Background: an optimization exercise with open tools, aiming at small area, a short achievable clock period and few clock cycles. Do not read the settings as production practice.
Function was checked by simulation only, so behaviour that the tests miss may differ from the original.

--- design.v ---
module MyDesign (
  input   wire dut_run                    , 
  output  reg dut_busy                   ,
  input   wire reset_b                    ,  
  input   wire clk                        ,
  output wire        input_sram_write_enable    ,
  output wire [11:0] input_sram_write_addresss  ,
  output wire [15:0] input_sram_write_data      ,
  output reg [11:0] input_sram_read_address    ,
  input wire [15:0] input_sram_read_data       ,
  output reg        output_sram_write_enable    ,
  output reg [11:0] output_sram_write_addresss  ,
  output reg [15:0] output_sram_write_data      ,
  output wire [11:0] output_sram_read_address    ,
  input wire [15:0] output_sram_read_data       ,
  output wire        scratchpad_sram_write_enable    ,
  output wire [11:0] scratchpad_sram_write_addresss  ,
  output wire [15:0] scratchpad_sram_write_data      ,
  output wire [11:0] scratchpad_sram_read_address    ,
  input wire [15:0] scratchpad_sram_read_data       ,
  output wire        weights_sram_write_enable    ,
  output wire [11:0] weights_sram_write_addresss  ,
  output wire [15:0] weights_sram_write_data      ,
  output reg [11:0] weights_sram_read_address    ,
  input wire [15:0] weights_sram_read_data       
);
  reg enable_reading_N, kernel_matrix_read, alternate_reg_storage, enable_reading_input_matrix, enable_accumulating, enable_relu, max_pooling_output_flag, enable_maxpooling, write_to_sram_flag, accumulate_to_write_to_sram, write_to_higher_bits_flag, new_matrix_flag, append_zero_flag, output_sram_write_enable_flag, increment_address_flag, reset_flag_set;
  reg signed [7:0] kernel_matrix_0, kernel_matrix_1, kernel_matrix_2, kernel_matrix_3, kernel_matrix_4, kernel_matrix_5, kernel_matrix_6, kernel_matrix_7, kernel_matrix_8;
  reg signed [7:0] input_temp_reg_1, input_temp_reg_2, input_temp_reg_3, input_temp_reg_4, input_temp_reg_5, input_temp_reg_6;
  reg [5:0] current_state, next_state;
  reg [6:0] N_value, row_number, col_number_tracker;
  reg [1:0] traversal_row_number, row_number_tracker;
  reg signed [7:0] kernel_reg_1, kernel_reg_2, kernel_reg_3;
  reg signed [8:0] relu_output_2, relu_output_1, max_pooling_reg_1, max_pooling_reg_2;
  reg signed [19:0] relu_input_1, relu_input_2;
  reg signed [19:0] accum1, accum2;
  reg [15:0] max_pooling_output, address_reference_for_right_shifting;
  reg [1:0] current_state_1, next_state_1;
  reg [19:0] write_to_higher_bits_counter;
  reg last_pass;
  assign input_sram_write_enable = 0;
  assign input_sram_write_addresss = 0;
  assign input_sram_write_data = 0;
  assign output_sram_read_address = 0;
  assign scratchpad_sram_write_enable = 0;
  assign scratchpad_sram_write_addresss = 0;
  assign scratchpad_sram_write_data = 0;
  assign scratchpad_sram_read_address = 0;
  assign weights_sram_write_enable = 0;
  assign weights_sram_write_addresss = 0;
  assign weights_sram_write_data = 0;
  parameter [3:0]
    Idle = 4'b0000,
    read_N_state = 4'b0001,
    delay_state = 4'b0010,
    read_inputs_1 = 4'b0011,
    read_inputs_2 = 4'b0100,
    delay_state_1 = 4'b0101,
    delay_state_2 = 4'b0110,
    delay_state_3 = 4'b0111,
    delay_state_4 = 4'b1000,
    delay_state_5 = 4'b1001;
  parameter [1:0]
    start_relu = 2'b00,
    stop_relu = 2'b01,
    generate_output = 2'b10,
    write_to_sram = 2'b11;
  always @(*) begin
    alternate_reg_storage = 1;
    enable_accumulating = 0;  
    write_to_sram_flag = 0;
    enable_reading_N = 0;
    enable_reading_input_matrix = 0;
    dut_busy = 1;
    casex(current_state) 
      Idle: begin  
              dut_busy = 0;
              if(dut_run)
              begin     
                next_state = read_N_state;
              end
              else
                next_state = Idle;
            end
      read_N_state: begin  
                      enable_reading_N = 1;
                      if(new_matrix_flag) 
                        next_state = read_inputs_1;
                      else
                        next_state = delay_state;
                    end
      delay_state:  begin  
                      enable_reading_N = 1;
                      next_state = read_inputs_1;
                    end
      read_inputs_1:  begin  
                        if(N_value == 7'h7f)
                          begin
                            next_state = delay_state_1;
                          end
                        else
                          begin
                            enable_reading_input_matrix = 1;
                            enable_accumulating = 1;
                            next_state = read_inputs_2;
                          end
                      end
      read_inputs_2:  begin  
                        alternate_reg_storage = 0;
                        if(new_matrix_flag)
                          next_state = last_pass ? delay_state_1 : read_N_state;
                        else
                          next_state = read_inputs_1;
                          enable_reading_input_matrix = 1;
                      end
      delay_state_1: begin  
                        next_state = delay_state_2;
                      end
      delay_state_2: begin
                        next_state = delay_state_3;
                      end
      delay_state_3: begin
                        next_state = delay_state_4;
                      end
      delay_state_4: begin
                      next_state = delay_state_5;
                    end
      delay_state_5: begin
                      next_state = Idle;
                    end
      default:  begin
                  next_state = Idle;
                end
    endcase
  end
  always @(posedge clk or negedge reset_b) begin
    if (!reset_b)
      current_state <= Idle;
    else
      current_state <= next_state;
  end
  always @(*) begin
    enable_relu = 0;    
    enable_maxpooling = 0; 
    casex(current_state_1) 
      start_relu:   
        begin
          if(traversal_row_number == 3 || reset_flag_set)
            begin
              next_state_1 = stop_relu;
              enable_relu = 1;
            end
          else if(traversal_row_number == 1)   
          begin
            next_state_1 = start_relu;
          end
          else 
            begin
              next_state_1 = start_relu;
            end
        end
      stop_relu: begin  
        enable_maxpooling = 1;
        next_state_1 = generate_output;
      end
      generate_output: begin  
        next_state_1 = write_to_sram;
        write_to_sram_flag = 1;
      end
      write_to_sram: begin  
        next_state_1 = start_relu;
      end
    endcase
  end
  always @(posedge clk) begin
    if (!reset_b || current_state == Idle)
      current_state_1 <= start_relu;
    else
      current_state_1 <= next_state_1;
  end
  always @(posedge clk) begin
    if(current_state == Idle || current_state == delay_state_5)
      reset_flag_set <= 0;
    if(current_state == Idle)
      last_pass <= 0;
    if(current_state == 0)
      begin
        input_sram_read_address <= 0;
        col_number_tracker <= 1;
        traversal_row_number <= 1;
        row_number_tracker <= 1;
        new_matrix_flag <= 0; 
        address_reference_for_right_shifting <= 1;
        row_number <= 1;
      end
    else if(enable_reading_N)
      begin
        input_sram_read_address <= input_sram_read_address + 1;
        if(input_sram_read_data[15:0] == 16'hffff)
          begin
            N_value <= 4;
            last_pass <= 1;
          end
        else
          begin
            N_value <= input_sram_read_data[7:0];
            last_pass <= 0;
          end
        if(input_sram_read_data[7:0] != 7'h7f)
          new_matrix_flag <= 0;
      end
    else if(enable_reading_input_matrix)
      begin
        if (alternate_reg_storage) begin
          input_temp_reg_1 <= input_sram_read_data[15:8];
          input_temp_reg_2 <= input_sram_read_data[7:0];
          input_temp_reg_4 <= input_sram_read_data[7:0];
          traversal_row_number <= traversal_row_number + 1;
          if(traversal_row_number != 3)
            input_sram_read_address <= input_sram_read_address + (N_value/2 - 1);
          else 
            begin
              traversal_row_number <= 1;
               if(col_number_tracker == (N_value/2 - 1) && row_number_tracker % 2 == 0)  
                begin
                  if(row_number + 1 == N_value/2)  
                    begin
                      input_sram_read_address <= input_sram_read_address + 1;
                      new_matrix_flag <= 1;
                      col_number_tracker <= 1;
                      address_reference_for_right_shifting <= input_sram_read_address + 2;
                      row_number <= 1;
                      row_number_tracker <= 1;
                    end
                  else  
                    begin
                      address_reference_for_right_shifting <= input_sram_read_address - (N_value - 1);
                      col_number_tracker <= 1;
                      row_number <= row_number + 1;
                      input_sram_read_address <= input_sram_read_address - (N_value - 1);
                      row_number_tracker <= 1;
                    end
                end
              else if(row_number_tracker % 2 == 0)  
                begin
                  col_number_tracker <= col_number_tracker + 1;
                  address_reference_for_right_shifting <= address_reference_for_right_shifting + 1;
                  input_sram_read_address <= address_reference_for_right_shifting + 1;
                  row_number_tracker <= 1;
                end
              else  
                begin
                  row_number_tracker <= row_number_tracker + 1;
                  input_sram_read_address <= input_sram_read_address - (N_value/2 + 1); 
                end
            end
        end
        else begin
          input_temp_reg_3 <= input_sram_read_data[15:8];
          input_temp_reg_5 <= input_sram_read_data[15:8];
          input_temp_reg_6 <= input_sram_read_data[7:0];
          input_sram_read_address <= input_sram_read_address + 1;
        end
      end
  end
  always @(posedge clk) begin
    if(current_state == Idle)
      begin
        accum1 <= 0;
        accum2 <= 0;
      end
    else if(enable_accumulating)
      begin
        accum1 <= accum1 + (input_temp_reg_1 * kernel_reg_1) + (input_temp_reg_2 * kernel_reg_2) + (input_temp_reg_3 * kernel_reg_3);  
        accum2 <= accum2 + (input_temp_reg_4 * kernel_reg_1) + (input_temp_reg_5 * kernel_reg_2) + (input_temp_reg_6 * kernel_reg_3);  
      end
    else
      begin
        if(traversal_row_number == 2)
          begin
            accum1 <= 0;
            accum2 <= 0;
            relu_input_1 <= accum1;
            relu_input_2 <= accum2;
            kernel_reg_1 <= kernel_matrix_0;
            kernel_reg_2 <= kernel_matrix_1;
            kernel_reg_3 <= kernel_matrix_2;
          end
        else if(traversal_row_number == 3)
          begin
            kernel_reg_1 <= kernel_matrix_3;
            kernel_reg_2 <= kernel_matrix_4;
            kernel_reg_3 <= kernel_matrix_5;
          end
        else
          begin
            kernel_reg_1 <= kernel_matrix_6;
            kernel_reg_2 <= kernel_matrix_7;
            kernel_reg_3 <= kernel_matrix_8;
          end
      end
  end
  always @(posedge clk) begin
    begin
      if(enable_relu)  
        begin
          if(relu_input_1 < 0)
            relu_output_1 <= 0;
          else if(relu_input_1 > 127)
            relu_output_1 <= 127;
          else
            relu_output_1 <= relu_input_1;
        end
      else
        relu_output_1 <= relu_output_1;
    end
  end
  always @(posedge clk)
    begin
      if(enable_relu)
        begin
          if(relu_input_2 < 0)
            relu_output_2 <= 0;
          else if(relu_input_2 > 127)
            relu_output_2 <= 127;
          else
            relu_output_2 <= relu_input_2;
        end
      else  
        relu_output_2 <= relu_output_2;
    end
  always @(posedge clk) 
    begin
      if(current_state == Idle)
        begin
          max_pooling_output_flag <= 0;
          write_to_higher_bits_flag <= 1;
          max_pooling_output <= 0;
          accumulate_to_write_to_sram <= 0;
          append_zero_flag <= 0;
          max_pooling_reg_1 <= 0;
          max_pooling_reg_2 <= 0;
          write_to_higher_bits_counter <= 0;
        end
      else if(enable_maxpooling)
        begin
        if(max_pooling_output_flag)
          begin
            max_pooling_reg_1 <= (relu_output_1 > relu_output_2)? relu_output_1: relu_output_2;  
            if(row_number == (N_value/2-1) && col_number_tracker == (N_value/2-1))
            begin
              append_zero_flag <= 1;
              if(reset_flag_set)
                begin
                  max_pooling_reg_2 <= 0;
                  accumulate_to_write_to_sram <= 1;
                  max_pooling_output_flag <= 1;
                end
            end
          end
        else
          begin
            max_pooling_reg_2 <= (relu_output_1 > relu_output_2)? relu_output_1: relu_output_2;
            accumulate_to_write_to_sram <= 1;
          end
      end
      if(current_state_1 == generate_output)
        max_pooling_output_flag <= ~max_pooling_output_flag;
      if(accumulate_to_write_to_sram)
        begin
          accumulate_to_write_to_sram <= 0;
          if(write_to_higher_bits_flag)
            begin
              max_pooling_output[7:0] <= (max_pooling_reg_1 > max_pooling_reg_2)? max_pooling_reg_1: max_pooling_reg_2;  
              write_to_higher_bits_flag <= 0;
              if(write_to_higher_bits_counter > 1)
                output_sram_write_enable_flag <= 1;
            end
          else 
            begin
              write_to_higher_bits_flag <= 1;
              max_pooling_output[15:8] <= (max_pooling_reg_1 > max_pooling_reg_2)? max_pooling_reg_1: max_pooling_reg_2;  
              if(append_zero_flag)
                begin
                  max_pooling_output[7:0] <= 0;
                  append_zero_flag <= 0;
                  output_sram_write_enable_flag <= 1;
                  write_to_higher_bits_flag <= 0;
                end
            end
        end
      if(current_state_1 == write_to_sram)
        write_to_higher_bits_counter <= write_to_higher_bits_counter + 1; 
      if(current_state_1 == start_relu)
        output_sram_write_enable_flag <= 0;
  end
  always @(posedge clk)
    begin
      if(current_state_1 == start_relu && traversal_row_number == 1)
        output_sram_write_enable <= 0;
      if(output_sram_write_enable_flag)  
        begin
          output_sram_write_enable <= 1;
          output_sram_write_data <= max_pooling_output;
          increment_address_flag <= 1;
        end
      if(current_state == Idle && dut_run)
        output_sram_write_addresss <= 0;
      else if(increment_address_flag)
        begin
          increment_address_flag <= 0;
          output_sram_write_addresss <= output_sram_write_addresss + 1;
        end
    end
  always @(posedge clk) begin
    if(current_state == Idle)
      begin
        kernel_matrix_read <= 0;
        weights_sram_read_address <= 0;
      end
    else if(reset_b && kernel_matrix_read)  
      begin
        if(weights_sram_read_address == 1)
          begin
            kernel_matrix_0 <= weights_sram_read_data[15:8];
            kernel_matrix_1 <= weights_sram_read_data[7:0];
          end
        else if(weights_sram_read_address == 2)
          begin
            kernel_matrix_2 <= weights_sram_read_data[15:8];
            kernel_matrix_3 <= weights_sram_read_data[7:0];
          end
        else if(weights_sram_read_address == 3)
          begin
            kernel_matrix_4 <= weights_sram_read_data[15:8];
            kernel_matrix_5 <= weights_sram_read_data[7:0];
          end
        else if(weights_sram_read_address == 4)
          begin
            kernel_matrix_6 <= weights_sram_read_data[15:8];
            kernel_matrix_7 <= weights_sram_read_data[7:0];
          end
        else if(weights_sram_read_address == 5)
          begin
            kernel_matrix_8 <= weights_sram_read_data[15:8];
            kernel_matrix_read <= 0;
          end
        weights_sram_read_address <= weights_sram_read_address + 1;
      end  
    if(!new_matrix_flag || current_state == Idle)
      kernel_matrix_read <= 1;
    else
      kernel_matrix_read <= 0;
  end
endmodule
--- run.sh ---
#!/bin/bash
# synth_recipe.tcl (not shown) runs the flow's synth.tcl, then flattens the netlist and writes it again
# the make line also repeats each setting of config.mk as NAME=value (left out here)
make -C /OpenROAD-flow-scripts/flow DESIGN_CONFIG=/design/flow/config.mk WORK_HOME=/design/flow/orfs CLKGATE_MAP_FILE= SYNTH_SCRIPT=/design/flow/synth_recipe.tcl finish
--- config.mk ---
export PLATFORM = sky130hd
export DESIGN_NAME = MyDesign
export DESIGN_NICKNAME = MyDesign
export VERILOG_FILES = /design/flow/design.v
export SDC_FILE = /design/flow/constraint.sdc
export NUM_CORES = 4
export LEC_CHECK = 0
export CAP_MARGIN = 20
export CORE_MARGIN = 2
export CORE_UTILIZATION = 40
export PLACE_DENSITY = 0.6
export SLEW_MARGIN = 20
--- constraint.sdc ---
create_clock -name core_clock -period 8.5 [get_ports {clk}]
set_input_delay 1.7000 -clock core_clock [delete_from_list [all_inputs] [get_ports {clk}]]
set_output_delay 1.7000 -clock core_clock [all_outputs]
set_load 0.01 [all_outputs]
==> qor.yml <==
status:
  status: "complete, no violations"
detailed_routing:
  drt_iter0_markers: 1553
  viasPerCell: 4.97
  firstDrtPassIters: 5
  drc: 0
  vias: 25365
  antenna_left: 0
  wl_um: 88800
  avgRoutedWirePerCell_um: 17.4
cells_and_area:
  final_common_cell: "inv_1"
  layout.nets: 4666
  final_area_um2: 41100
  layout_common_cells: "inv_1, fa_1, nand2_1"
  fin_util_pct: 44.0
  drive_gt1_share_pct: 3.69
  synthToLayoutAreaGrowth_pct: 9.05
cts:
  clk_pin_slew_ns: 0.06
  worstSkewPairLatency_ns: 0.61
  cts_hold_buf: 0
  clockBufferDepth: 3
  cts_tree: "done"
  cts-buffers-inserted: 44
  post_cts_buffers: 0
  ctsResizeCount: 0
  clockRootBuffer: "clkbuf_16"
  clock_sinks: 384
  cts_max_level: 2
critical_path:
  start_kind: "register"
  rr_endpoint: "accum2[16]"
  crit_end: "accum2[16]"
  ff2ff_path_depth: 21
  reg2reg_slack_ns: 0.75
  required_ns: 9.02
  critPathKind: "reg -> reg"
  cp.arrival_ns: 8.27
  startpoint: "kernel_reg_2[0]"
  cp-end-kind: "register"
  crit_fanout: 16
  timing.rr.start: "kernel_reg_2[0]"
floorplan:
  ios: 232
  row_count: 112
  dieArea_um2: 96600
  start_util_pct: 40.3
  die_h_um: 311
  core_um2: 93300
  die_w_um: 311
logic_synthesis:
  yosys_warnings: 1
  ys_types: 82
  synthesis.instances: 3781
  synth_area_per_cell_um2: 9.96
  syn_area_um2: 37700
  synth-edff-count: 231
  synth-seq-cells: 384
  async_flop_share_pct: 1.04
  ys.flop_type: "edfxtp_1"
  ys_seq_area_share_pct: 26.6
min_path:
  holdCritPathClass: "reg -> reg"
grt:
  grt_pass1_wl_um: 143000
  grt_max_degree: 63
  grt_overflow: 0
  grt_pass1_vias: 25616
  grt_usage_pct: 18.7
  antenna_found_initial: 0
sta:
  maxSlewViolCount: 0
  finClkSkew_ns: 0.0535
  hold_violations: 0
  holdWs_ns: 0.433
  setup_viol: 0
  worst_pin_slew_ns: 1.00
  setup_tns_ns: 0
  relSlewSlack_pct: 33.3
  layout_min_cycle_time_ns: 7.75
  min_period_over_period_pct: 91.2
  fmax_mhz: 129
  rsz0062_at_grt: "false"
  setup_slack_ns: 0.747
placement:
  pre_cts_ws_ns: 0.856
  placed_cell_area_um2: 39400
  gp_congestion: 0.827
  placement.io_buffers: 88
  dp_hpwl_um: 67900
job:
  maxCapViolCount: 0
## cell families (layout without fill, tap and decap cells)
kind of cell / after synthesis / after routing / share of synthesized area, %
compound gates: 424 / 424 / 6.96
xor+xnor: 168 / 168 / 3.96
fa+ha+maj: 785 / 785 / 36.5
buf+inv: 952 / 907 / 10.7
flops: 384 / 384 / 26.6
mux: 72 / 72 / 1.93
other cells: 1 / 116 / 0.00996
simple gates: 995 / 995 / 13.4
## per-layer routing
metal  track usage (%)  up-vias  share of wire [%]
li1                  -    11940                  -
met1              26.1    12651                 45
met2              30.0      662                 46
met3              2.81      112                5.9
met4              5.37        0                2.9
met5                 0        -                  0
## sequential cells by signal, summed over array words and instances (netlist names), 16 cells and up
| name | count |
|---|---|
| relu_input_2 | 20 |
| write_to_higher_bits_counter | 20 |
| accum2 | 20 |
| output_sram_write_data | 16 |
| accum1 | 20 |
| relu_input_1 | 20 |
| max_pooling_output | 16 |
## Yosys cell counts (24+ instances only)
| cell | number | share of area (%) |
|---|---|---|
| inv_1 | 706 | 7.0 |
| fa_1 | 522 | 28 |
| nand2_1 | 306 | 3.1 |
| ha_1 | 263 | 8.7 |
| edfxtp_1 | 231 | 18 |
| and2_1 | 207 | 3.4 |
| nor2_1 | 154 | 1.5 |
| dfxtp_1 | 149 | 7.9 |
| a21oi_1 | 129 | 1.7 |
| o21ai_0 | 125 | 1.7 |
| buf_4 | 112 | 2.2 |
| xnor2_1 | 108 | 2.5 |
| clkbuf_1 | 103 | 1.0 |
| nand3_1 | 85 | 1.1 |
| mux2i_1 | 69 | 1.8 |
| xor2_1 | 58 | 1.3 |
| nor3_1 | 54 | 0.72 |
| nand2b_1 | 35 | 0.58 |
| a211oi_1 | 29 | 0.58 |
| and3_1 | 24 | 0.40 |
## final cells by class
| class | count | area (um^2) |
|---|---|---|
| Inverter | 710 | 2670 |
| Multi-Input combinational cell | 2559 | 24100 |
| Antenna cell | 1 | 2.50 |
| Fill cell | 9095 | 52300 |
| Sequential cell | 384 | 10000 |
| Clock buffer | 49 | 1140 |
| Clock inverter | 33 | 472 |
| Timing Repair Buffer | 115 | 1080 |
| Tap cell | 1254 | 1570 |
## how the worst min path moves through the flow
stage | start | endpoint | slack (ns) | cells after the start
4_1_cts | max_pooling_output[10] | output_sram_write_data[10] | 0.44 | 0
5_1_grt | max_pooling_output[9] | output_sram_write_data[9] | 0.44 | 0
2_1_floorplan | new_matrix_flag | kernel_matrix_read | 0.39 | 1
3_5_place_dp | max_pooling_output[15] | output_sram_write_data[15] | 0.42 | 0
6_report | max_pooling_output[10] | output_sram_write_data[10] | 0.43 | 0
3_3_place_gp | max_pooling_output[11] | output_sram_write_data[11] | 0.42 | 0
## critical path, stage by stage, from the launching register on
cell and delay (ns):
edfxtp_1 0.90, nand2_1 0.51, fa_1 0.63, inv_1 0.05
fa_1 0.49, inv_1 0.05, fa_1 0.49, fa_1 0.51
inv_1 0.05, fa_1 0.47, fa_1 0.54, inv_1 0.05
fa_1 0.55, inv_1 0.05, ha_1 0.34, a21o_1 0.21
o41ai_1 0.42, o21ai_0 0.31, a311oi_1 0.56, nor2_1 0.10
and3_1 0.20, nor4_1 0.23
## metrics by stage
step	std cells
2_1_floorplan	3895
3_3_place_gp	5022
3_5_place_dp	5022
4_1_cts	5104
5_1_grt	5104
6_report	5105
Testbench counts, summed over its fixed seeds: cycles 283,585.

-- port drivers added, routing unchanged --
Ports are ideal in the flow. The routed layout listed here was re-timed in OpenROAD. Step 1 sets driving cells, clkbuf_16 on the clock port and buf_2 on the other inputs (assumed; they add their load-dependent delay and slew). Step 2 also shifts input and output timing later by t, the mid clock arrival at the registers, as if the neighbouring blocks saw the same clock. Slacks: no drivers / after step 1 / after step 2; pairs: no drivers / after step 1.
shift t [ns]: 0.651
setup WS [ns]: 0.747 / 0.747 / 0.747
hold slack, ns: 0.433 / 0.433 / 0.433
After both steps this run still meets setup and hold. For this run, drivers alone change the setup slack by 0.000 ns; drivers and shift together by 0.000 ns.
